This design comes from an exercise in tuning for small area on the open sky130 flow, not from production work. The RTL was checked by simulation tests, not by an equivalence proof against the original design. No run shown here takes its clock network from TritonCTS; it comes from the design's own scripts or RTL. No driver is modelled on the clock port, so clock power and skew are understated where the tree is cut down; a real chip needs a root buffer or a tree. No activity file was given, so power comes from the tool's default toggle rates.

--- flow/flow/run.sh ---
#!/bin/bash
# Layout flow: the standard ORFS flow (standard.sh) with
#  - synthesis: the standard script, but ABC maps with an area script (best
#    of several deepsyn seeds) and Yosys's adder extraction is skipped
#    (ADDER_MAP_FILE empty);
#  - port buffers: the smallest buffer, sky130_fd_sc_hd__buf_1;
#  - clock tree: cts.tcl, one level of CLK_GROUPS buffers from the clock port.
# Each tool's output goes to flow.log here; ORFS's own per-step logs stay in orfs/logs.
set -euo pipefail
W=$(pwd)
export AREA_ABC_SCRIPT=$W/flow/area.abc
export FLOW_SYNTH_TCL=$W/synth_recipe.tcl
export FLOW_CLOCK_PORT=HSE
export ABC_SEEDS=${ABC_SEEDS:-"1 2 3 4"}
export ABC_TIME=${ABC_TIME:-60}
export ABC_WORK=$W
export CLK_GROUPS=${CLK_GROUPS:-4}
export CLK_BUF=${CLK_BUF:-sky130_fd_sc_hd__clkbuf_4}
bash "$W/standard.sh" \
  SYNTH_SCRIPT="$W/flow/synth.tcl" \
  ADDER_MAP_FILE= \
  PRE_CTS_TCL="$W/flow/cts.tcl" \
  "BUFFER_PORTS_ARGS=-buffer_cell sky130_fd_sc_hd__buf_1" \
  "$@" ${TARGET:-finish} > "$W/flow.log" 2>&1
--- flow/flow/area.abc ---
strash
&get -n
&fraig -x
&put
scorr
dc2
strash
&get -n
&deepsyn -T @TIME@ -S @SEED@
&dch -f
&nf -R 1000
&put
--- flow/flow/cts.tcl ---
proc clk_split {items axis n} {
  if {$n <= 1 || [llength $items] <= 1} { return [list $items] }
  set idx [expr {$axis eq "x" ? 1 : 2}]
  set sorted [lsort -integer -index $idx $items]
  set na [expr {$n / 2}]
  set cut [expr {int(round([llength $sorted] * double($na) / $n))}]
  set next [expr {$axis eq "x" ? "y" : "x"}]
  return [concat [clk_split [lrange $sorted 0 [expr {$cut - 1}]] $next $na] \
                 [clk_split [lrange $sorted $cut end] $next [expr {$n - $na}]]]
}

proc clock_tree_synthesis {args} {
  set block [ord::get_db_block]
  set db [ord::get_db]
  set n $::env(CLK_GROUPS)
  set master [$db findMaster $::env(CLK_BUF)]
  set port [$block findBTerm $::env(FLOW_CLOCK_PORT)]
  set clk [$port getNet]
  set items {}
  foreach it [$clk getITerms] {
    set inst [$it getInst]
    set loc [$inst getLocation]
    lappend items [list $it [lindex $loc 0] [lindex $loc 1]]
  }
  puts "manual clock tree: [llength $items] sinks, $n groups of $::env(CLK_BUF)"
  set g 0
  foreach grp [clk_split $items x $n] {
    set sx 0; set sy 0
    foreach e $grp { incr sx [lindex $e 1]; incr sy [lindex $e 2] }
    set cx [expr {$sx / [llength $grp]}]
    set cy [expr {$sy / [llength $grp]}]
    set buf [odb::dbInst_create $block $master "clkbuf_leaf_$g"]
    set net [odb::dbNet_create $block "clknet_leaf_$g"]
    $net setSigType CLOCK
    foreach e $grp {
      set it [lindex $e 0]
      $it disconnect
      $it connect $net
    }
    [$buf findITerm A] connect $clk
    [$buf findITerm X] connect $net
    $buf setLocation $cx $cy
    $buf setPlacementStatus PLACED
    puts "  clkbuf_leaf_$g: [llength $grp] sinks at ($cx, $cy)"
    incr g
  }
  $clk setSigType CLOCK
}
--- flow/flow/synth.tcl ---
# The standard synthesis (synth_recipe.tcl) with one change: the final
# technology mapping runs ABC with an area-oriented script (area.abc), once
# per seed in ABC_SEEDS, and keeps the mapping with the smallest cell area.
proc abc {args} {
  set i [lsearch -exact $args -script]
  set lib [lindex $args [expr {[lsearch -exact $args -liberty] + 1}]]
  set tmpl [read [open $::env(AREA_ABC_SCRIPT)]]
  yosys design -save pre_abc
  set best_area -1
  set best_seed -1
  foreach seed $::env(ABC_SEEDS) {
    set script $::env(ABC_WORK)/area_seed$seed.abc
    set f [open $script w]
    puts $f [string map [list @SEED@ $seed @TIME@ $::env(ABC_TIME)] $tmpl]
    close $f
    set a [lreplace $args $i [expr {$i + 1}] -script $script]
    yosys design -load pre_abc
    yosys abc {*}$a
    yosys opt_clean
    set rpt $::env(ABC_WORK)/area_seed$seed.txt
    yosys tee -q -o $rpt stat -liberty $lib
    set area -1
    foreach line [split [read [open $rpt]] "\n"] {
      if {[regexp {Chip area for module .*: ([0-9.]+)} $line -> v]} { set area $v }
    }
    puts "ABC seed $seed: area $area"
    yosys design -save abc_seed$seed
    if {$area >= 0 && ($best_area < 0 || $area < $best_area)} {
      set best_area $area
      set best_seed $seed
    }
  }
  puts "ABC best seed $best_seed: area $best_area"
  yosys design -load abc_seed$best_seed
}
source $::env(FLOW_SYNTH_TCL)
--- flow/standard.sh ---
#!/bin/bash
# synth_recipe.tcl (not shown) runs the flow's synth.tcl, then flattens the netlist and writes it again
# the make line also repeats each setting of config.mk as NAME=value (left out here)
make -C /OpenROAD-flow-scripts/flow DESIGN_CONFIG=/design/flow/config.mk WORK_HOME=/design/flow/orfs CLKGATE_MAP_FILE= SYNTH_SCRIPT=/design/flow/synth_recipe.tcl "${@:-finish}"
--- flow/config.mk ---
export PLATFORM = sky130hd
export DESIGN_NAME = pingpang
export DESIGN_NICKNAME = pingpang
export VERILOG_FILES = /design/flow/design.v
export SDC_FILE = /design/flow/constraint.sdc
export NUM_CORES = 4
export LEC_CHECK = 0
export CAP_MARGIN = 20
export CORE_MARGIN = 2
export CORE_UTILIZATION = 60
export PLACE_DENSITY = 0.75
export SLEW_MARGIN = 20
--- flow/constraint.sdc ---
create_clock -name core_clock -period 10.0 [get_ports {HSE}]
set_input_delay 2.0000 -clock core_clock [delete_from_list [all_inputs] [get_ports {HSE}]]
set_output_delay 2.0000 -clock core_clock [all_outputs]
set_load 0.01 [all_outputs]
--- flow/design.v ---
module pingpang (rst,play1,play2,light,sel,dig,HSE);
input rst;
input play1,play2;
input HSE;
output [7:0] sel;
output [7:0] dig;
output [15:0] light;
reg [2:0] f5;
reg [1:0] q;
reg [2:0] slot;
wire tick = f5[2] & ~f5[1] & ~(q[1] ^ q[0]);
wire scan = ~q[1] & q[0];
always @(posedge HSE or negedge rst)
if (!rst) begin
	f5 <= 3'b000;
	q <= 2'b00;
end
else begin
	f5 <= {f5[1], f5[0], ~(f5[1] | f5[2])};
	q <= {q[0], ~q[1]};
end
always @(posedge HSE or negedge rst)
if (!rst) slot <= 3'd0;
else if (scan) case (slot)
	3'd0: slot <= 3'd1;
	3'd1: slot <= 3'd7;
	3'd7: slot <= 3'd3;
	3'd3: slot <= 3'd6;
	3'd6: slot <= 3'd5;
	3'd5: slot <= 3'd2;
	3'd2: slot <= 3'd4;
	default: slot <= 3'd0;
endcase
reg [5:0] cnt1;
reg [6:0] cnt2;
wire c1_39 = cnt1[5] & cnt1[2] & cnt1[1] & cnt1[0];
wire c2_lo = cnt2[6] & cnt2[2] & cnt2[1] & cnt2[0];
wire c2_79 = c2_lo & cnt2[3];
wire c2_71 = c2_lo & ~cnt2[3];
wire w1 = tick & cnt1[5] & cnt1[3];
wire w2 = tick & cnt2[6] & cnt2[4];
wire [5:0] t1;
wire [6:0] t2;
assign t1[0] = tick;
assign t2[0] = tick;
genvar gi;
generate for (gi = 1; gi < 7; gi = gi + 1) begin : g_t
	if (gi < 6) begin : g_t1
		assign t1[gi] = t1[gi-1] & cnt1[gi-1];
	end
	assign t2[gi] = t2[gi-1] & cnt2[gi-1];
end endgenerate
always @(posedge HSE or negedge rst)
if (!rst) begin
	cnt1 <= 6'd0;
	cnt2 <= 7'd0;
end
else begin
	cnt1 <= cnt1 ^ {t1[5] | w1, t1[4], t1[3] | w1, t1[2], t1[1], t1[0] & ~w1};
	cnt2 <= cnt2 ^ {t2[6] | w2, t2[5], t2[4] | w2, t2[3], t2[2], t2[1], t2[0] & ~w2};
end
localparam [2:0] ID = 3'd0, SV = 3'd1, ST = 3'd2, SC = 3'd3, F1 = 3'd4, SL = 3'd5, W = 3'd6, CK = 3'd7;
reg [2:0] ph;
reg dir;
reg [3:0] pos;
reg [3:0] sum1, sum2;
reg [2:0] jushu_p1, jushu_p2;
wire [15:0] ball;
generate for (gi = 0; gi < 16; gi = gi + 1) begin : g_ball
	assign ball[gi] = (pos == gi);
end endgenerate
wire [3:0] rel = pos ^ {4{dir}};
wire at_end = &rel;
wire [3:0] stp_p = pos ^ {rel[2] & rel[1] & rel[0], rel[1] & rel[0], rel[0], 1'b1};
wire step = (ph == SL) ? (dir ? c2_71 : c2_79) : c1_39;
wire to_sl = dir ? ball[12] : ball[3];
wire to_w  = dir ? ball[4] : ball[11];
wire hit   = dir ? ~play1 : ~play2;       
wire serve = dir ? ~play2 : ~play1;       
wire hiA = sum1[3] & (sum1[2] | (sum1[1] & sum1[0]));     
wire hiB = sum2[3] & (sum2[2] | (sum2[1] & sum2[0]));
wire le8A = ~(sum1[3] & (sum1[1] | sum1[0]));             
wire le8B = ~(sum2[3] & (sum2[1] | sum2[0]));
wire a13 = sum1[2] & sum1[0];                             
wire b13 = sum2[2] & sum2[0];
wire win = hiA ? (hiB ? (a13 | b13) : (sum1[2] | le8B)) : (hiB & (sum2[2] | le8A));
wire win2 = win & (hiA ? (hiB & (b13 ? ~sum1[2] : sum2[2])) : 1'b1);
wire [3:0] s1_t = {&sum1[2:0], &sum1[1:0], sum1[0], 1'b1};
wire [3:0] s2_t = {&sum2[2:0], &sum2[1:0], sum2[0], 1'b1};
wire [2:0] j1_t = {&jushu_p1[1:0], jushu_p1[0], 1'b1};
wire [2:0] j2_t = {&jushu_p2[1:0], jushu_p2[0], 1'b1};
always @(posedge HSE or negedge rst)
if (!rst) begin
	ph <= ID;
	dir <= 1'b0;
	pos <= 4'd2;
	sum1 <= 4'd0;
	sum2 <= 4'd0;
	jushu_p1 <= 3'd0;
	jushu_p2 <= 3'd0;
end
else if (tick) case (ph)
ID: begin
	if (pos[0] == pos[1]) begin
		if (dir) jushu_p2 <= jushu_p2 ^ j2_t;
		else jushu_p1 <= jushu_p1 ^ j1_t;
	end
	pos <= 4'd1;
	if (!play1) begin ph <= SV; dir <= 1'b0; end
	else if (!play2) begin ph <= SV; dir <= 1'b1; end
end
SV: begin
	pos <= {4{dir}};
	ph <= F1;
end
F1: if (step) begin
		if (at_end) begin ph <= ST; pos <= 4'd2; end
		else pos <= stp_p;
	end
	else if (to_sl) ph <= SL;
SL: if (step) pos <= stp_p;
	else if (to_w) ph <= W;
W: if (step) pos <= stp_p;
	else if (at_end) ph <= SC;
	else if (hit) begin ph <= F1; dir <= ~dir; end
SC: begin
	if (dir) sum2 <= sum2 ^ s2_t;
	else sum1 <= sum1 ^ s1_t;
	ph <= CK;
end
CK: if (win) begin
		sum1 <= 4'd0;
		sum2 <= 4'd0;
		ph <= ID;
		dir <= win2;
	end
	else if (serve) ph <= SV;
default: ;
endcase
wire both = ((ph == ID) | (ph == SV)) & ball[1];
wire dark = (ph == ID) | (ph == ST);
assign light[14:3] = ball[14:3];
assign light[2] = ball[2] & ~dark;
assign light[1] = ball[1] & ~both;
assign light[0] = ball[0] | both;
assign light[15] = ball[15] | both;
reg [7:0] dig_r;
always @(*)
case (slot)
	3'd0: dig_r = 8'b0111_1111;
	3'd1: dig_r = 8'b1011_1111;
	3'd7: dig_r = 8'b1101_1111;
	3'd3: dig_r = 8'b1110_1111;
	3'd6: dig_r = 8'b1111_0111;
	3'd5: dig_r = 8'b1111_1011;
	3'd2: dig_r = 8'b1111_1101;
	default: dig_r = 8'b1111_1110;
endcase
assign dig = dig_r;
reg pl;
reg [1:0] kd;
always @(*)
case (slot)
	3'd0: begin pl = 1'b0; kd = 2'd0; end
	3'd1: begin pl = 1'b1; kd = 2'd0; end
	3'd7: begin pl = 1'b0; kd = 2'd3; end
	3'd3: begin pl = 1'b0; kd = 2'd1; end
	3'd6: begin pl = 1'b0; kd = 2'd2; end
	3'd5: begin pl = 1'b1; kd = 2'd3; end
	3'd2: begin pl = 1'b1; kd = 2'd1; end
	default: begin pl = 1'b1; kd = 2'd2; end
endcase
wire [3:0] sm = pl ? sum2 : sum1;
wire [2:0] jj = pl ? jushu_p2 : jushu_p1;
wire tn = sm[3] & (sm[2] | sm[1]);
wire [3:0] un = tn ? {2'b00, sm[2], sm[0]} : sm;
reg [3:0] v;
reg blank;
always @(*) begin
	blank = 1'b0;
	case (kd)
	2'd0: v = jj[2] ? 4'd4 : {1'b0, jj};
	2'd1: v = {3'b000, tn};
	2'd2: v = un;
	default: begin v = 4'd0; blank = 1'b1; end
	endcase
end
reg [6:0] seg;
always @(*)
case (v)
4'd0: seg = 7'b100_0000;
4'd1: seg = 7'b111_1001;
4'd2: seg = 7'b010_0100;
4'd3: seg = 7'b011_0000;
4'd4: seg = 7'b001_1001;
4'd5: seg = 7'b001_0010;
4'd6: seg = 7'b000_0010;
4'd7: seg = 7'b111_1000;
4'd8: seg = 7'b000_0000;
4'd9: seg = 7'b001_0000;
default: seg = 7'b111_1111;
endcase
assign sel = {1'b1, seg | {7{blank}}};
endmodule
==> results.py, run 1 <==
metrics = {
    "place": {
        "dp.cells": 360,
        "portBuffers": 34,
        "dp_worst_setup_slack_ns": 5.25,
        "place_congestion": 0.891,
        "place_area_sq_um": 2560,
        "hpwl_mm": 3.91,
    },
    "floorplan": {
        "rows": 22,
        "core_area_sq_um": 3740,
        "die_h_um": 66.9,
        "die-area_sq_um": 4480,
        "start_util_pct": 63.4,
        "ios": 36,
        "die_width_um": 66.9,
    },
    "timing": {
        "timing.setup.tns_ns": 0,
        "worst_slack_ns": 5.01,
        "fmax_mhz": 200,
        "rsz0062_at_grt": "false",
        "slew_headroom_pct": 37.9,
        "skew_ns": 0.0106,
        "hold_violations": 0,
        "drv_slew": 0,
        "fin_crit_ns": 4.99,
        "holdWs_ns": 0.385,
        "setup_violations": 0,
        "fin_crit_sh_pct": 49.9,
        "tightest_slew_ns": 0.931,
    },
    "drt": {
        "avgViaCountPerCell": 5.92,
        "first_pass_iters": 5,
        "drt-initial-drc-count": 232,
        "num_vias": 2154,
        "drc": 0,
        "postRouteAntennaNets": 0,
        "drt_wl_total_mm": 5.29,
        "avgRoutedWirePerCell_um": 14.5,
    },
    "worst_setup_path": {
        "critical-path-top-delay-family": "compound AO/OA/AOI/OAI gates",
        "crit_required_ns": 8.00,
        "path_class": "reg -> out",
        "crit_buf_inv": 1,
        "max_stage_delay_ns": 0.52,
        "cp_slowest_cell": "dfrtp_1",
        "path_cells": "nor2b_1 > nand2_1 > o22ai_1 > nor3b_1 > a222oi_1 > a21boi_0 > nand2_1 > a21boi_0 > nand2b_1 > o21ai_0 > buf_1",
        "startpoint_type": "register",
        "critical_path.max_fanout": 11,
        "crit_arrival_ns": 2.99,
        "worst_setup_path_end_kind": "output port",
    },
    "logic_synthesis": {
        "synth_top_cells_by_area": "dfrtp_1 (44%), a21oi_1 (7.2%), nand2_1 (5.8%), nor2_1 (5.4%), o21ai_0 (3.6%)",
        "ys_seq_elements": 43,
        "syn_nets": 283,
        "synth_top_area_cell": "dfrtp_1",
        "synthCells": 279,
        "synth_top_area_share_pct": 44.3,
        "synth_edf_count": 0,
        "yosysWarnings": 1,
        "postSynthAreaPerCell_sq_um": 8.51,
        "synth_cell_types": 44,
        "ys.flop_type": "dfrtp_1",
        "netlist_area_sq_um": 2370,
        "ys_seq_area_share_pct": 45.4,
        "synthMostInstantiatedCell": "dfrtp_1",
        "synth_commonest_cells": "dfrtp_1 (42), nand2_1 (37), a21oi_1 (34), nor2_1 (34), o21ai_0 (17)",
        "synthArstFlopShare_pct": 100,
    },
    "global_route": {
        "grt_pass1_wl_mm": 8.80,
        "grt_overflow_total": 0,
        "grt_util_all_layers_pct": 24.5,
        "antenna_found_initial": 0,
        "grt_pass1_vias": 1883,
        "grt_start_max_net_pins": 44,
    },
    "clocking": {
        "ctsResizeCount": 0,
        "clk_latency_ns": 0.17,
        "cts.clk_slew.worst_paths_ns": 0.11,
        "cts_setup_buffers": 0,
        "cts-hold-fix-buffers": 0,
    },
    "final_layout": {
        "nets": 322,
        "final_cells": 364,
        "final_cell_area_sq_um": 2590,
        "antenna_cells": 0,
        "layout-drive-gt1-share_pct": 1.90,
        "syn_to_final_growth_pct": 8.90,
    },
    "outcome": {
        "status": "finished clean",
    },
    "pwr": {
        "p_leak_nw": 1.11,
        "ir_worst_vdd_mv": 0.0888,
        "power_density_nw_per_um2": 93.1,
    },
    "job": {
        "drv_cap": 0,
    },
    "min_path": {
        "min_path_type": "reg -> reg",
    },
}
[registers in the layout, indices dropped and copies added, names as in the netlist]
register  flops
ph            3
jushu_p1      3
sum1          4
q             2
dir           1
sum2          4
cnt2          7
cnt1          6
slot          3
pos           4
f5            3
jushu_p2      3
[final cells by class]
| type | count | area (sq um) |
|---|---|---|
| Sequential cell | 43 | 1080 |
| Multi-Input combinational cell | 221 | 1240 |
| Timing Repair Buffer | 34 | 129 |
| Buffer | 4 | 30.0 |
| Fill cell | 323 | 1160 |
| Tap cell | 48 | 60.1 |
| Inverter | 14 | 52.6 |
[worst reg2reg max path, stage by stage (launching register included)]
cell and delay (ns):
dfstp_2 0.59, nand2_1 0.20, o32ai_1 0.47, clkinv_1 0.16, a21oi_1 0.21, o21ai_0 0.10, a31oi_1 0.23, o31ai_1 0.16
or4_1 0.56, nand2_1 0.10, xor2_1 0.15
[cell usage in the layout (no fill, tap or decap), types with 9 or more instances in the layout]
master    instances
nor2_1           34
dfrtp_1          42
buf_1            33
nand2_1          37
and3_1            9
o21ai_0          17
a21oi_1          34
clkinv_1         14
xor2_1            9
[report_power, final]
group	leakage [nW]	switching (mW)	total, mW	internal, mW
logic	0.541	0.00385	0.00426	0.000412
clock network	0.0184	0.0435	0.0628	0.0192
registers	0.547	0	0.174	0.174
total	1.11	0.0474	0.241	0.193
[layer usage]
| metal | wire length (um) | vias to the layer above | track usage, % | part of all wire [%] |
|---|---|---|---|---|
| li1 | - | 1082 | - | - |
| met1 | 2500 | 1010 | 36.1 | 47 |
| met2 | 2470 | 59 | 41.1 | 47 |
| met3 | 272 | 3 | 1.69 | 5.1 |
| met4 | 51 | 0 | 2.55 | 0.96 |
| met5 | 0 | - | 0 | 0 |
[path summary, 6_finish.rpt]
check,start,end,slack (ns),cells past startpoint
min reg2reg,f5[0],f5[1],0.38,0
min,f5[0],f5[1],0.38,0
max,slot[2],sel[1],5.01,11
max in group asynchronous,rst,jushu_p1[2],7.47,1
min in group asynchronous,rst,q[1],1.96,1
max reg2reg,pos[1],ph[2],7.01,10
[through the flow]
| step | total power [mW] | util, % |
|---|---|---|
| after floorplan | 0.178 | - |
| after global placement | 0.182 | 68.3 |
| after detailed placement | 0.182 | 68.3 |
| after CTS | 0.227 | 69.1 |
| after global routing | 0.249 | 69.1 |
| final | 0.241 | 69.1 |
[logic make-up after synthesis]
family	after synthesis	synth area share, %
AND/OR/NAND/NOR	115	22.6
AO/OA/AOI/OAI	85	21.8
flip-flops	43	45.4
XOR/XNOR	17	6.27
buffers and inverters	15	2.53
multiplexers	3	1.32
other	1	0.158
==> run 2: changes to the inputs <==
--- a/flow/flow/run.sh
+++ b/flow/flow/run.sh
@@ -11,7 +11,8 @@
 export AREA_ABC_SCRIPT=$W/flow/area.abc
 export FLOW_SYNTH_TCL=$W/synth_recipe.tcl
 export FLOW_CLOCK_PORT=HSE
-export ABC_SEEDS=${ABC_SEEDS:-"1 2 3 4"}
+export ABC_SEEDS=${ABC_SEEDS:-"1 2 3 4 5 6 7 8"}
+export ABC_JOBS=${ABC_JOBS:-4}
 export ABC_TIME=${ABC_TIME:-60}
 export ABC_WORK=$W
 export CLK_GROUPS=${CLK_GROUPS:-4}
==> flow/flow/synth.tcl (replaced) <==
# The standard synthesis (synth_recipe.tcl) with one change: the final
# technology mapping runs ABC with an area-oriented script (area.abc), once
# per seed in ABC_SEEDS (ABC_JOBS at a time, each in its own Yosys on a copy
# of the design), and keeps the mapping with the smallest cell area.
proc abc {args} {
  set i [lsearch -exact $args -script]
  set lib [lindex $args [expr {[lsearch -exact $args -liberty] + 1}]]
  set tmpl [read [open $::env(AREA_ABC_SCRIPT)]]
  set dir $::env(ABC_WORK)/abc_seeds
  file mkdir $dir
  yosys write_rtlil $dir/pre_abc.il
  set sh [open $dir/run.sh w]
  puts $sh "cd $dir"
  set n 0
  foreach seed $::env(ABC_SEEDS) {
    set script $dir/area_seed$seed.abc
    set f [open $script w]
    puts $f [string map [list @SEED@ $seed @TIME@ $::env(ABC_TIME)] $tmpl]
    close $f
    set a [lreplace $args $i [expr {$i + 1}] -script $script]
    set f [open $dir/seed$seed.ys w]
    puts $f "read_rtlil $dir/pre_abc.il"
    puts $f "abc $a"
    puts $f "opt_clean"
    puts $f "tee -q -o $dir/area_seed$seed.txt stat -liberty $lib"
    puts $f "write_rtlil $dir/post_seed$seed.il"
    close $f
    puts $sh "yosys -s $dir/seed$seed.ys > $dir/seed$seed.log 2>&1 &"
    incr n
    if {$n % $::env(ABC_JOBS) == 0} { puts $sh "wait" }
  }
  puts $sh "wait"
  close $sh
  exec bash $dir/run.sh
  set best_area -1
  set best_seed -1
  foreach seed $::env(ABC_SEEDS) {
    set area -1
    if {[file exists $dir/area_seed$seed.txt] && [file exists $dir/post_seed$seed.il]} {
      foreach line [split [read [open $dir/area_seed$seed.txt]] "\n"] {
        if {[regexp {Chip area for module .*: ([0-9.]+)} $line -> v]} { set area $v }
      }
    }
    puts "ABC seed $seed: area $area"
    if {$area >= 0 && ($best_area < 0 || $area < $best_area)} {
      set best_area $area
      set best_seed $seed
    }
  }
  puts "ABC best seed $best_seed: area $best_area"
  if {$best_seed < 0} { error "no ABC run finished" }
  yosys design -reset
  yosys read_rtlil $dir/post_seed$best_seed.il
}
source $::env(FLOW_SYNTH_TCL)
==> run 2 against run 1 <==
Sequential share of layout area unchanged. Global-route usage unchanged. Via count unchanged. Register-to-register slack about the same. Power unchanged. Area after synthesis unchanged. Critical path type unchanged. Largest power group unchanged. Highest routed layer unchanged.
==> results.py, run 2 <==
metrics = {
    "final_layout": {
        "nets": 322,
        "largest_reg_flops": 7,
        "antenna_cells": 0,
        "multi_input_area_sq_um": 1240,
        "layout_commonest_cell": "dfrtp_1",
        "final.fill_count": 323,
        "final_cell_area_sq_um": 2590,
        "regMostFlops": "cnt2",
        "regArea_sq_um": 1080,
        "layout-drive-gt1-share_pct": 1.90,
        "syn_to_final_growth_pct": 8.90,
        "reg_top3": "cnt2 x7, cnt1 x6",
        "final_cell_mix": "dfrtp_1 (42), nand2_1 (37), nor2_1 (34), a21oi_1 (34), buf_1 (33)",
    },
    "worst_setup_path": {
        "r2r_start": "pos[1]",
        "crit_start": "slot[2]",
        "crit_required_ns": 8.00,
        "startpoint_type": "register",
        "crit_buf_inv": 1,
        "worst_setup_path_end_kind": "output port",
        "crit_arrival_ns": 2.99,
        "critical_path.max_fanout": 11,
        "critical-path-top-delay-family": "compound AO/OA/AOI/OAI gates",
        "cp_slowest_cell": "dfrtp_1",
        "path_class": "reg -> out",
        "path_cells": "nor2b_1 > nand2_1 > o22ai_1 > nor3b_1 > a222oi_1 > a21boi_0 > nand2_1 > a21boi_0 > nand2b_1 > o21ai_0 > buf_1",
        "max_stage_delay_ns": 0.52,
    },
    "global_route": {
        "antenna_found_initial": 0,
        "grt_overflow_total": 0,
        "grt_use_met1_pct": 36.1,
        "grt_pass1_vias": 1883,
        "met2_usage_pct": 41.1,
        "grt_pass1_wl_mm": 8.80,
        "grt_use_met3_pct": 1.69,
        "grt_start_max_net_pins": 44,
        "grt_util_all_layers_pct": 24.5,
        "top_usage_layer": "met2",
    },
    "clocking": {
        "clk_latency_ns": 0.17,
        "cts_setup_buffers": 0,
        "ctsResizeCount": 0,
        "cts.clk_slew.worst_paths_ns": 0.11,
        "cts-hold-fix-buffers": 0,
    },
    "logic_synthesis": {
        "synthMostInstantiatedCell": "dfrtp_1",
        "synthArstFlopShare_pct": 100,
        "syn_nets": 283,
        "yosysWarnings": 1,
        "synth_cell_types": 44,
        "ys.flop_type": "dfrtp_1",
        "synth_edf_count": 0,
        "synthCells": 279,
        "synth_top_area_cell": "dfrtp_1",
        "synth_commonest_cells": "dfrtp_1 (42), nand2_1 (37), a21oi_1 (34), nor2_1 (34), o21ai_0 (17)",
        "synth_top_cells_by_area": "dfrtp_1 (44%), a21oi_1 (7.2%), nand2_1 (5.8%), nor2_1 (5.4%), o21ai_0 (3.6%)",
        "netlist_area_sq_um": 2370,
        "postSynthAreaPerCell_sq_um": 8.51,
        "ys_seq_elements": 43,
        "synth_top_area_share_pct": 44.3,
        "ys_seq_area_share_pct": 45.4,
    },
    "pwr": {
        "pwr-share-seq_pct": 72.2,
        "internal_power_uw": 193,
        "pwr-share-clk_pct": 26.1,
        "swShare_pct": 19.7,
        "ir_worst_vdd_mv": 0.0888,
        "power_density_nw_per_um2": 93.1,
        "pwr-share-comb_pct": 1.8,
        "power.switching_uw": 47.4,
        "p_leak_nw": 1.11,
    },
    "timing": {
        "timing.setup.tns_ns": 0,
        "setup_violations": 0,
        "skew_ns": 0.0106,
        "slew_headroom_pct": 37.9,
        "tightest_slew_ns": 0.931,
        "fin_crit_sh_pct": 49.9,
        "drv_slew": 0,
        "rsz0062_at_grt": "false",
        "fin_crit_ns": 4.99,
        "holdWs_ns": 0.385,
        "hold_violations": 0,
        "fmax_mhz": 200,
    },
    "drt": {
        "drt-initial-drc-count": 232,
        "num_vias": 2154,
        "avgRoutedWirePerCell_um": 14.5,
        "postRouteAntennaNets": 0,
        "avgViaCountPerCell": 5.92,
        "first_pass_iters": 5,
        "drt_wl_total_mm": 5.29,
        "drc": 0,
    },
    "floorplan": {
        "ios": 36,
        "die_h_um": 66.9,
        "start_util_pct": 63.4,
        "die-area_sq_um": 4480,
        "rows": 22,
        "die_width_um": 66.9,
        "core_area_sq_um": 3740,
    },
    "place": {
        "portBuffers": 34,
        "place_congestion": 0.891,
        "hpwl_mm": 3.91,
        "place_area_sq_um": 2560,
    },
    "min_path": {
        "holdCritStartpoint": "f5[0]",
        "min_path_type": "reg -> reg",
    },
    "job": {
        "drv_cap": 0,
    },
    "outcome": {
        "status": "finished clean",
    },
}
[run 2: cell counts after synthesis]
Identical to the previous run, type by type.
[run 2: worst paths after layout]
kind	to	slack, ns	cells after the start
worst max-delay path	sel[1]	5.01	11
worst min-delay path	f5[1]	0.38	0
worst max register to register	ph[2]	7.01	10
worst min register to register	f5[1]	0.38	0
max in group asynchronous	jushu_p1[2]	7.47	1
min in group asynchronous	q[1]	1.96	1
[run 2: through the flow]
step | instances | setup slack (ns) | util [%] | power (mW)
floorplan | 279 | 5.43 | - | 0.178
global placement | 360 | 5.45 | 68.3 | 0.182
detailed placement | 360 | 5.25 | 68.3 | 0.182
CTS | 364 | 5.26 | 69.1 | 0.227
global route | 364 | 4.69 | 69.1 | 0.249
finish | 364 | 5.01 | 69.1 | 0.241
[run 2: worst register-to-register path: stages (launching register included)]
cell and delay, ns:
dfstp_2 0.59, nand2_1 0.20, o32ai_1 0.47, clkinv_1 0.16, a21oi_1 0.21, o21ai_0 0.10
a31oi_1 0.23, o31ai_1 0.16, or4_1 0.56, nand2_1 0.10, xor2_1 0.15
[run 2: power by group through the flow]
stage          logic [mW]  registers, mW  clock network [mW]
2_1_floorplan    0.000600          0.177                   0
4_1_cts           0.00451          0.177              0.0451
3_3_place_gp      0.00440          0.177                   0
3_5_place_dp      0.00453          0.177                   0
5_1_grt           0.00523          0.174              0.0702
6_report          0.00426          0.174              0.0628
[run 2: kinds of logic after synthesis]
family                 count (synthesis)  share of synthesized area (%)
buffers and inverters                 15                           2.53
flip-flops                            43                           45.4
AND/OR/NAND/NOR                      115                           22.6
other                                  1                          0.158
XOR/XNOR                              17                           6.27
multiplexers                           3                           1.32
AO/OA/AOI/OAI                         85                           21.8
[run 2: routing by layer]
| layer | vias up | part of all wire [%] |
|---|---|---|
| met5 | - | 0 |
| met4 | 0 | 0.96 |
| met3 | 3 | 5.1 |
| met2 | 59 | 47 |
| met1 | 1010 | 47 |
| li1 | 1082 | - |
[run 2: cell type report]
type	count	share of cell area, %
tap	48	2.32
timing repair buffer	34	4.98
buffer	4	1.16
sequential	43	41.7
inverter	14	2.03
multi-input combinational	221	47.8
==> run 3: changes to the inputs <==
==> flow/flow/run.sh (replaced) <==
#!/bin/bash
# Layout flow: the standard ORFS flow (standard.sh) with
#  - synthesis: the standard script, but ABC maps with an area script (best
#    of several deepsyn seeds and mapping options) and Yosys's adder
#    extraction is skipped (ADDER_MAP_FILE empty);
#  - port buffers: the smallest buffer, sky130_fd_sc_hd__buf_1;
#  - clock tree: cts.tcl, one level of CLK_GROUPS buffers from the clock port.
#    After the routed layout is finished, check_clk.tcl measures the slew at
#    the flip-flop clock pins; a group above CLK_SLEW_PS gets the next larger
#    buffer and the layout is redone from the clock tree on.
# The make output goes to flow.log here, each clock check to check_clk_N.log;
# ORFS's own per-step logs stay in orfs/logs.
set -euo pipefail
W=$(pwd)
export AREA_ABC_SCRIPT=$W/flow/area.abc
export FLOW_SYNTH_TCL=$W/synth_recipe.tcl
export FLOW_CLOCK_PORT=HSE
export ABC_SEEDS=${ABC_SEEDS:-"1 2 3 4 5 6 7 8"}
export ABC_JOBS=${ABC_JOBS:-4}
export ABC_MAPS=${ABC_MAPS:-"-R 1000;-R 1000 -p -E 100 -F 8 -A 8 -C 32"}
export ABC_TIME=${ABC_TIME:-60}
export ABC_WORK=$W
export CLK_GROUPS=${CLK_GROUPS:-4}
export CLK_BUF=${CLK_BUF:-sky130_fd_sc_hd__clkbuf_4}
CLK_SLEW_PS=${CLK_SLEW_PS:-115}
bufs=()
for ((g = 0; g < CLK_GROUPS; g++)); do bufs+=("$CLK_BUF"); done
export CLK_BUFS="${bufs[*]}"
R=$W/orfs/results/sky130hd/pingpang/base
run_flow() {
  bash "$W/standard.sh" \
    SYNTH_SCRIPT="$W/flow/synth.tcl" \
    ADDER_MAP_FILE= \
    PRE_CTS_TCL="$W/flow/cts.tcl" \
    "BUFFER_PORTS_ARGS=-buffer_cell sky130_fd_sc_hd__buf_1" \
    "$@" ${TARGET:-finish} >> "$W/flow.log" 2>&1
}
run_flow "$@"
[[ "${TARGET:-finish}" == finish ]] || exit 0
for iter in 1 2 3; do
  CHECK_ODB=$R/6_final.odb CHECK_SDC=$R/6_final.sdc CHECK_SPEF=$R/6_final.spef \
  CHECK_LIB=$FLOW_HOME/platforms/sky130hd/lib/sky130_fd_sc_hd__tt_025C_1v80.lib \
  PLATFORM_DIR=$FLOW_HOME/platforms/sky130hd CLK_SLEW_PS=$CLK_SLEW_PS \
  CHECK_OUT=$W/slow_groups.txt \
    openroad -no_init -exit "$W/flow/check_clk.tcl" > "$W/check_clk_$iter.log" 2>&1
  slow=$(cat "$W/slow_groups.txt")
  [[ -z "$slow" ]] && break
  changed=0
  for g in $slow; do
    case "${bufs[$g]}" in
      sky130_fd_sc_hd__clkbuf_2) bufs[$g]=sky130_fd_sc_hd__clkbuf_4; changed=1 ;;
      sky130_fd_sc_hd__clkbuf_4) bufs[$g]=sky130_fd_sc_hd__clkbuf_8; changed=1 ;;
      sky130_fd_sc_hd__clkbuf_8) bufs[$g]=sky130_fd_sc_hd__clkbuf_16; changed=1 ;;
    esac
  done
  [[ $changed == 0 ]] && break
  export CLK_BUFS="${bufs[*]}"
  echo "clock groups above $CLK_SLEW_PS ps: $slow; redoing from the clock tree with $CLK_BUFS" >> "$W/flow.log"
  rm -f "$R"/4_* "$R"/5_* "$R"/6_* "$W/out/final.def"
  run_flow "$@"
done
==> flow/flow/area.abc (replaced) <==
strash
&get -n
&fraig -x
&put
scorr
dc2
strash
&get -n
&deepsyn -T @TIME@ -S @SEED@
&dch -f
@MAP@
&put
==> flow/flow/check_clk.tcl (new file) <==
# Reports, per leaf clock net of cts.tcl, the largest slew at its flip-flop
# clock pins in the routed layout (extracted parasitics, propagated clock,
# larger of early/late on either edge), and lists the groups above CLK_SLEW_PS.
read_db $::env(CHECK_ODB)
read_liberty $::env(CHECK_LIB)
read_sdc $::env(CHECK_SDC)
source $::env(PLATFORM_DIR)/setRC.tcl
read_spef $::env(CHECK_SPEF)
set_propagated_clock [all_clocks]
array set worst {}
foreach pin [all_registers -clock_pins -edge_triggered] {
  set net [get_full_name [get_nets -of_objects $pin]]
  set w 0
  foreach edge {rise fall} {
    foreach analysis {min max} {
      set s [get_property $pin slew_${analysis}_$edge]
      if {[string is double -strict $s]} { set w [expr {max($w, $s * 1e3)}] }
    }
  }
  if {![info exists worst($net)] || $w > $worst($net)} { set worst($net) $w }
}
set slow {}
foreach net [lsort [array names worst]] {
  puts [format "clock net %s: worst flip-flop clock slew %.2f ps" $net $worst($net)]
  if {[regexp {clknet_leaf_(\d+)} $net -> g] && $worst($net) > $::env(CLK_SLEW_PS)} { lappend slow $g }
}
set f [open $::env(CHECK_OUT) w]
puts $f $slow
close $f
--- a/flow/flow/cts.tcl
+++ b/flow/flow/cts.tcl
@@ -13,7 +13,7 @@
   set block [ord::get_db_block]
   set db [ord::get_db]
   set n $::env(CLK_GROUPS)
-  set master [$db findMaster $::env(CLK_BUF)]
+  set bufs [expr {[info exists ::env(CLK_BUFS)] ? $::env(CLK_BUFS) : {}}]
   set port [$block findBTerm $::env(FLOW_CLOCK_PORT)]
   set clk [$port getNet]
   set items {}
@@ -22,14 +22,16 @@
     set loc [$inst getLocation]
     lappend items [list $it [lindex $loc 0] [lindex $loc 1]]
   }
-  puts "manual clock tree: [llength $items] sinks, $n groups of $::env(CLK_BUF)"
+  puts "manual clock tree: [llength $items] sinks, $n groups"
   set g 0
   foreach grp [clk_split $items x $n] {
     set sx 0; set sy 0
     foreach e $grp { incr sx [lindex $e 1]; incr sy [lindex $e 2] }
     set cx [expr {$sx / [llength $grp]}]
     set cy [expr {$sy / [llength $grp]}]
-    set buf [odb::dbInst_create $block $master "clkbuf_leaf_$g"]
+    set cell [lindex $bufs $g]
+    if {$cell eq ""} { set cell $::env(CLK_BUF) }
+    set buf [odb::dbInst_create $block [$db findMaster $cell] "clkbuf_leaf_$g"]
     set net [odb::dbNet_create $block "clknet_leaf_$g"]
     $net setSigType CLOCK
     foreach e $grp {
@@ -41,7 +43,7 @@
     [$buf findITerm X] connect $net
     $buf setLocation $cx $cy
     $buf setPlacementStatus PLACED
-    puts "  clkbuf_leaf_$g: [llength $grp] sinks at ($cx, $cy)"
+    puts "  clkbuf_leaf_$g: $cell, [llength $grp] sinks at ($cx, $cy)"
     incr g
   }
   $clk setSigType CLOCK
--- a/flow/flow/synth.tcl
+++ b/flow/flow/synth.tcl
@@ -1,7 +1,8 @@
 # The standard synthesis (synth_recipe.tcl) with one change: the final
 # technology mapping runs ABC with an area-oriented script (area.abc), once
-# per seed in ABC_SEEDS (ABC_JOBS at a time, each in its own Yosys on a copy
-# of the design), and keeps the mapping with the smallest cell area.
+# per seed in ABC_SEEDS and mapping option set in ABC_MAPS (ABC_JOBS at a
+# time, each in its own Yosys on a copy of the design), and keeps the mapping
+# with the smallest cell area.
 proc abc {args} {
   set i [lsearch -exact $args -script]
   set lib [lindex $args [expr {[lsearch -exact $args -liberty] + 1}]]
@@ -12,10 +13,19 @@
   set sh [open $dir/run.sh w]
   puts $sh "cd $dir"
   set n 0
-  foreach seed $::env(ABC_SEEDS) {
+  set runs {}
+  foreach s $::env(ABC_SEEDS) {
+    set mi 0
+    foreach map [split $::env(ABC_MAPS) ";"] {
+      lappend runs [list ${s}_$mi $s $map]
+      incr mi
+    }
+  }
+  foreach run $runs {
+    lassign $run seed s map
     set script $dir/area_seed$seed.abc
     set f [open $script w]
-    puts $f [string map [list @SEED@ $seed @TIME@ $::env(ABC_TIME)] $tmpl]
+    puts $f [string map [list @SEED@ $s @TIME@ $::env(ABC_TIME) @MAP@ "&nf $map"] $tmpl]
     close $f
     set a [lreplace $args $i [expr {$i + 1}] -script $script]
     set f [open $dir/seed$seed.ys w]
@@ -34,7 +44,8 @@
   exec bash $dir/run.sh
   set best_area -1
   set best_seed -1
-  foreach seed $::env(ABC_SEEDS) {
+  foreach run $runs {
+    set seed [lindex $run 0]
     set area -1
     if {[file exists $dir/area_seed$seed.txt] && [file exists $dir/post_seed$seed.il]} {
       foreach line [split [read [open $dir/area_seed$seed.txt]] "\n"] {
==> run 3 against run 2 <==
Die area unchanged. Via count increased by 0.37%. Synthesized cell count unchanged. Register-to-register slack about the same. Wire length increased by 0.64%. Critical path depth unchanged. Hold slack about the same. Sequential share of layout area decreased by 0.10 points. First-iteration DRC count decreased by 4.7%. Clock power increased by 7.0%. Critical endpoint unchanged. Largest power group unchanged.
==> results.py, run 3 <==
metrics = {
    "outcome": {
        "status": "finished clean",
    },
    "logic_synthesis": {
        "synth_edf_count": 0,
        "synthMostInstantiatedCell": "dfrtp_1",
        "synth_top_cells_by_area": "dfrtp_1 (44%), a21oi_1 (7.2%), nand2_1 (5.8%), nor2_1 (5.4%), o21ai_0 (3.6%)",
        "postSynthAreaPerCell_sq_um": 8.51,
        "netlist_area_sq_um": 2370,
        "synthCells": 279,
        "syn_nets": 283,
        "synth_commonest_cells": "dfrtp_1 (42), nand2_1 (37), a21oi_1 (34), nor2_1 (34), o21ai_0 (17)",
        "ys_seq_elements": 43,
        "ys_seq_area_share_pct": 45.4,
        "synth_top_area_cell": "dfrtp_1",
        "synthArstFlopShare_pct": 100,
        "yosysWarnings": 1,
        "synth_cell_types": 44,
        "synth_top_area_share_pct": 44.3,
        "ys.flop_type": "dfrtp_1",
    },
    "floorplan": {
        "start_util_pct": 63.4,
        "die_width_um": 66.9,
        "rows": 22,
        "ios": 36,
        "die-area_sq_um": 4480,
        "core_area_sq_um": 3740,
        "die_h_um": 66.9,
    },
    "min_path": {
        "min_delay_path_depth": 0,
        "worstHoldEndpoint": "f5[1]",
        "holdCritStartpoint": "f5[0]",
        "min_path_type": "reg -> reg",
    },
    "drt": {
        "postRouteAntennaNets": 0,
        "avgRoutedWirePerCell_um": 14.6,
        "drc": 0,
        "num_vias": 2162,
        "first_pass_iters": 4,
        "drt-initial-drc-count": 221,
        "avgViaCountPerCell": 5.94,
        "drt_wl_total_mm": 5.33,
    },
    "place": {
        "dp_worst_setup_slack_ns": 5.25,
        "hpwl_mm": 3.91,
        "dp.cells": 360,
        "portBuffers": 34,
        "place_congestion": 0.891,
    },
    "job": {
        "drv_cap": 0,
    },
    "global_route": {
        "grt_overflow_total": 0,
        "grt_pass1_vias": 1882,
        "grt_util_all_layers_pct": 24.5,
        "grt_pass1_wl_mm": 8.80,
        "grt_start_max_net_pins": 44,
        "antenna_found_initial": 0,
    },
    "worst_setup_path": {
        "max_stage_delay_ns": 0.52,
        "path_cells": "nor2b_1 > nand2_1 > o22ai_1 > nor3b_1 > a222oi_1 > a21boi_0 > nand2_1 > a21boi_0 > nand2b_1 > o21ai_0 > buf_1",
        "rr_endpoint": "ph[2]",
        "crit_required_ns": 8.00,
        "rr_worst_depth": 10,
        "crit_arrival_ns": 2.99,
        "worst_setup_path_end_kind": "output port",
        "critical_path.max_fanout": 11,
        "path_class": "reg -> out",
        "r2r_start": "pos[1]",
        "startpoint_type": "register",
        "r2r_setup_slack_ns": 7.00,
        "cp_slowest_cell": "dfrtp_1",
    },
    "clocking": {
        "ctsResizeCount": 0,
        "cts_setup_buffers": 0,
        "cts.clk_slew.worst_paths_ns": 0.11,
        "clk_latency_ns": 0.17,
        "cts-hold-fix-buffers": 0,
    },
    "timing": {
        "tightest_slew_ns": 0.931,
        "setup_violations": 0,
        "fin_crit_sh_pct": 49.9,
        "slew_headroom_pct": 37.9,
        "skew_ns": 0.0299,
        "hold_violations": 0,
        "worst_slack_ns": 5.01,
        "drv_slew": 0,
        "fin_crit_ns": 4.99,
        "timing.setup.tns_ns": 0,
        "holdWs_ns": 0.385,
        "rsz0062_at_grt": "false",
        "fmax_mhz": 200,
    },
    "final_layout": {
        "nets": 322,
        "largest_reg_flops": 7,
        "syn_to_final_growth_pct": 9.17,
        "final_cell_mix": "dfrtp_1 (42), nand2_1 (37), nor2_1 (34), a21oi_1 (34), buf_1 (33)",
        "layout-drive-gt1-share_pct": 1.90,
        "layout_commonest_cell": "dfrtp_1",
        "final_cells": 364,
        "regMostFlops": "cnt2",
        "final.fill_count": 324,
        "reg_top3": "cnt2 x7, cnt1 x6",
        "antenna_cells": 0,
    },
    "pwr": {
        "p_leak_nw": 1.11,
        "power_density_nw_per_um2": 94.6,
        "ir_worst_vdd_mv": 0.0886,
    },
}
[run 3: cell types whose count changed in the layout (fill, tap and decap cells not counted)]
cell      change
clkbuf_8      +1
clkbuf_4      -1
[run 3: cell type report]
class / count / area, sq um / area share [%]
buffer: 4 / 36.3 / 1.40
inverter: 14 / 52.6 / 2.03
multi-input combinational: 221 / 1240 / 47.7
sequential: 43 / 1080 / 41.6
tap: 48 / 60.1 / 2.32
timing repair buffer: 34 / 129 / 4.97
[run 3: worst max-delay path by stage]
stage | depth (start not counted) | slack [ns] | startpoint | endpoint
global route | 11 | 4.69 | slot[2] | sel[1]
floorplan | 10 | 5.43 | slot[2] | sel[1]
detailed placement | 11 | 5.25 | slot[2] | sel[1]
global placement | 11 | 5.45 | slot[2] | sel[1]
CTS | 11 | 5.26 | slot[2] | sel[1]
finish | 11 | 5.01 | slot[2] | sel[1]
[run 3: kinds of logic after synthesis]
kind of cell / synth area share [%]
buffers and inverters: 2.53
XOR/XNOR: 6.27
multiplexers: 1.32
AND/OR/NAND/NOR: 22.6
other: 0.158
flip-flops: 45.4
AO/OA/AOI/OAI: 21.8
[run 3: critical path: cells and delay by family (launching register included)]
kind / cells / cell delay (ns)
AO/OA/AOI/OAI: 5 / 1.35
buffers and inverters: 1 / 0.15
flip-flops: 1 / 0.52
AND/OR/NAND/NOR: 5 / 0.80
[run 3: per-stage QoR]
step                      total power, mW  area [sq um]  util [%]
after floorplan                     0.178          2370         -
after global placement              0.182          2560      68.3
after detailed placement            0.182          2560      68.3
after CTS                           0.231          2590      69.3
after global routing                0.254          2590      69.3
final                               0.245          2590      69.3
[run 3: power breakdown]
part / internal, mW / total, mW / leakage [nW] / switching [mW]
logic: 0.000412 / 0.00427 / 0.541 / 0.00386
registers: 0.174 / 0.174 / 0.547 / 0
clock network: 0.0236 / 0.0672 / 0.0210 / 0.0436
total: 0.198 / 0.245 / 1.11 / 0.0474
[run 3: per-layer routing]
layer | vias up | track usage [%] | routed length, um
li1 | 1077 | - | -
met1 | 1017 | 36.2 | 2530
met2 | 65 | 41.1 | 2470
met3 | 3 | 1.69 | 270
met4 | 0 | 2.55 | 51
met5 | - | 0 | 0
==> run 4: changes to the inputs <==
--- a/flow/flow/run.sh
+++ b/flow/flow/run.sh
@@ -17,7 +17,7 @@
 export FLOW_CLOCK_PORT=HSE
 export ABC_SEEDS=${ABC_SEEDS:-"1 2 3 4 5 6 7 8"}
 export ABC_JOBS=${ABC_JOBS:-4}
-export ABC_MAPS=${ABC_MAPS:-"-R 1000;-R 1000 -p -E 100 -F 8 -A 8 -C 32"}
+export ABC_MAPS=${ABC_MAPS:-"-R 1000;-R 1000 -E 40"}
 export ABC_TIME=${ABC_TIME:-60}
 export ABC_WORK=$W
 export CLK_GROUPS=${CLK_GROUPS:-4}
==> run 4 against run 3 <==
Still clean. Fmax grew 9.1%. Flip-flop and latch count stayed put. Synthesized cell count grew 0.36%. Cell area decreased by 0.72%. Critical endpoint unchanged. Largest power group unchanged. Highest routed layer unchanged.
==> results.py, run 4 <==
metrics = {
    "outcome": {
        "status": "finished clean",
    },
    "clocking": {
        "clk_latency_ns": 0.17,
        "ctsResizeCount": 0,
        "cts-hold-fix-buffers": 0,
        "cts.clk_slew.worst_paths_ns": 0.11,
        "cts_setup_buffers": 0,
    },
    "final_layout": {
        "final_cells": 365,
        "final.fill_count": 339,
        "syn_to_final_growth_pct": 8.95,
        "reg_top3": "cnt2 x7, cnt1 x6",
        "utilization_pct": 69.3,
        "largest_reg_flops": 7,
        "layout_commonest_cell": "dfrtp_1",
        "regMostFlops": "cnt2",
        "nets": 323,
        "multi_input_area_sq_um": 1230,
        "layout-drive-gt1-share_pct": 1.89,
        "antenna_cells": 0,
        "final_cell_mix": "dfrtp_1 (42), nand2_1 (38), nor2_1 (35)",
        "regArea_sq_um": 1080,
    },
    "floorplan": {
        "die_h_um": 66.7,
        "rows": 22,
        "die_width_um": 66.7,
        "ios": 36,
        "die-area_sq_um": 4450,
        "start_util_pct": 63.6,
        "core_area_sq_um": 3720,
    },
    "worst_setup_path": {
        "startpoint_type": "register",
        "rr_worst_depth": 10,
        "path_class": "reg -> out",
        "worst_setup_path_end_kind": "output port",
        "critical_path.max_fanout": 11,
        "crit_arrival_ns": 2.58,
        "crit_required_ns": 8.00,
    },
    "logic_synthesis": {
        "synthArstFlopShare_pct": 100,
        "synth_edf_count": 0,
        "synth_top_area_share_pct": 44.5,
        "synth_top_area_cell": "dfrtp_1",
        "ys_seq_elements": 43,
        "synthCells": 280,
        "synth_commonest_cells": "dfrtp_1 (42), nand2_1 (38), nor2_1 (35), a21oi_1 (34), o21ai_0 (16)",
        "synthMostInstantiatedCell": "dfrtp_1",
        "netlist_area_sq_um": 2360,
        "ys_seq_area_share_pct": 45.6,
        "syn_nets": 284,
        "synth_cell_types": 37,
        "postSynthAreaPerCell_sq_um": 8.44,
        "yosysWarnings": 1,
        "synth_top_cells_by_area": "dfrtp_1 (44%), a21oi_1 (7.2%), nand2_1 (6.0%), nor2_1 (5.6%), o21ai_0 (3.4%)",
        "ys.flop_type": "dfrtp_1",
    },
    "pwr": {
        "pwr-share-clk_pct": 25.2,
        "power_density_nw_per_um2": 92.4,
        "swShare_pct": 18.6,
        "ir_worst_vdd_mv": 0.0951,
        "internal_power_uw": 193,
        "pwr-share-seq_pct": 73.1,
        "pwr-share-comb_pct": 1.8,
        "p_leak_nw": 1.06,
        "report.power.total_uw": 238,
        "power.switching_uw": 44.3,
    },
    "timing": {
        "fmax_mhz": 218,
        "hold_violations": 0,
        "fin_crit_ns": 4.58,
        "fin_crit_sh_pct": 45.8,
        "slew_headroom_pct": 39.0,
        "setup_violations": 0,
        "drv_slew": 0,
        "rsz0062_at_grt": "false",
        "tightest_slew_ns": 0.915,
        "skew_ns": 0.00977,
        "worst_slack_ns": 5.42,
        "timing.setup.tns_ns": 0,
    },
    "job": {
        "drv_cap": 0,
    },
    "drt": {
        "avgViaCountPerCell": 6.00,
        "first_pass_iters": 4,
        "avgRoutedWirePerCell_um": 14.1,
        "drc": 0,
        "postRouteAntennaNets": 0,
        "drt_wl_total_mm": 5.14,
        "drt-initial-drc-count": 154,
        "num_vias": 2190,
    },
    "place": {
        "dp_worst_setup_slack_ns": 5.64,
        "portBuffers": 34,
        "dp.cells": 361,
        "place_congestion": 0.867,
        "hpwl_mm": 3.88,
    },
    "global_route": {
        "grt_pass1_vias": 1984,
        "grt_overflow_total": 0,
        "grt_pass1_wl_mm": 8.93,
        "antenna_found_initial": 0,
        "grt_util_all_layers_pct": 25.0,
        "grt_start_max_net_pins": 44,
    },
    "min_path": {
        "min_delay_path_depth": 0,
        "min_path_type": "reg -> reg",
    },
}
## run 4: worst paths after layout
| kind | startpoint | end | slack, ns |
|---|---|---|---|
| max | slot[1] | sel[1] | 5.42 |
| min | f5[0] | f5[1] | 0.38 |
| max reg2reg | pos[1] | ph[2] | 7.07 |
| min reg2reg | f5[0] | f5[1] | 0.38 |
| max in group asynchronous | rst | jushu_p2[0] | 7.47 |
| min in group asynchronous | rst | slot[0] | 1.94 |
## run 4: routing by layer
| metal | vias to the layer above | track usage, % | routed length (um) |
|---|---|---|---|
| li1 | 1087 | - | - |
| met1 | 1059 | 35.9 | 2440 |
| met2 | 40 | 43.1 | 2480 |
| met3 | 4 | 1.86 | 177 |
| met4 | 0 | 2.55 | 40 |
| met5 | - | 0 | 0 |
## run 4: logic make-up (layout without fill, tap and decap cells)
group,Yosys count,count (layout),share of synthesized area (%)
AO/OA/AOI/OAI,86,86,21.9
XOR/XNOR,18,18,6.67
buffers and inverters,13,50,2.22
flip-flops,43,43,45.6
multiplexers,2,2,0.953
other,1,1,0.159
AND/OR/NAND/NOR,117,117,22.5
## run 4: layout make-up
class | count | share of cell area (%)
timing repair buffer | 34 | 5.01
sequential | 43 | 41.9
buffer | 4 | 1.17
inverter | 12 | 1.75
tap | 48 | 2.33
multi-input combinational | 224 | 47.9
## run 4: worst max-delay path, cell delays in order, from the launching register on
cell and delay (ns):
dfrtp_1 0.50, nor2b_1 0.27, nand2_1 0.12, o22a_1 0.23
a31oi_1 0.37, o21ai_0 0.25, nor2_1 0.18, o21a_1 0.14
nand2b_1 0.13, o21ai_0 0.07, buf_1 0.14
## run 4: power by group through the flow
stage	Combinational, mW	Clock, mW	Sequential, mW
2_1_floorplan	0.000607	0	0.177
3_3_place_gp	0.00437	0	0.177
3_5_place_dp	0.00444	0	0.177
4_1_cts	0.00439	0.0451	0.177
5_1_grt	0.00510	0.0688	0.174
6_report	0.00416	0.0598	0.174
## run 4: stage by stage
step | hold WS, ns | cell area [sq um]
finish | 0.382 | 2570
CTS | 0.355 | 2570
floorplan | 0.331 | 2360
global route | 0.395 | 2570
global placement | 0.335 | 2540
detailed placement | 0.363 | 2540

## what the ideal ports hide
The flow's constraints put no driver on any port. The routed layouts listed below were extracted and timed again, unchanged, in two steps.
Step 1 (the two cells are an assumption about what drives the block):
set clk [get_ports {HSE}]
set_driving_cell -lib_cell sky130_fd_sc_hd__clkbuf_16 $clk
set_driving_cell -lib_cell sky130_fd_sc_hd__buf_2 [delete_from_list [all_inputs] $clk]
Step 2 also shifts input and output timing later by t, the mid clock arrival at the registers, as if the neighbouring blocks saw the same clock.
a / b / c = ideal / step 1 / step 2; a / b = the first two.
| run | t, ns | slack for setup (ns) | hold slack, ns | worst data-port slew with drivers (ns) |
|---|---|---|---|---|
| run 1 | 0.220 | 5.008 / 4.958 / 5.177 | 0.385 / 0.385 / 0.385 | 0.03 |
| run 2 | 0.220 | 5.008 / 4.958 / 5.177 | 0.385 / 0.385 / 0.385 | 0.03 |
| run 3 | 0.205 | 5.009 / 4.956 / 5.161 | 0.385 / 0.385 / 0.385 | 0.03 |
| run 4 | 0.215 | 5.423 / 5.373 / 5.589 | 0.382 / 0.382 / 0.382 | 0.04 |
After both steps every run listed still meets setup and hold.
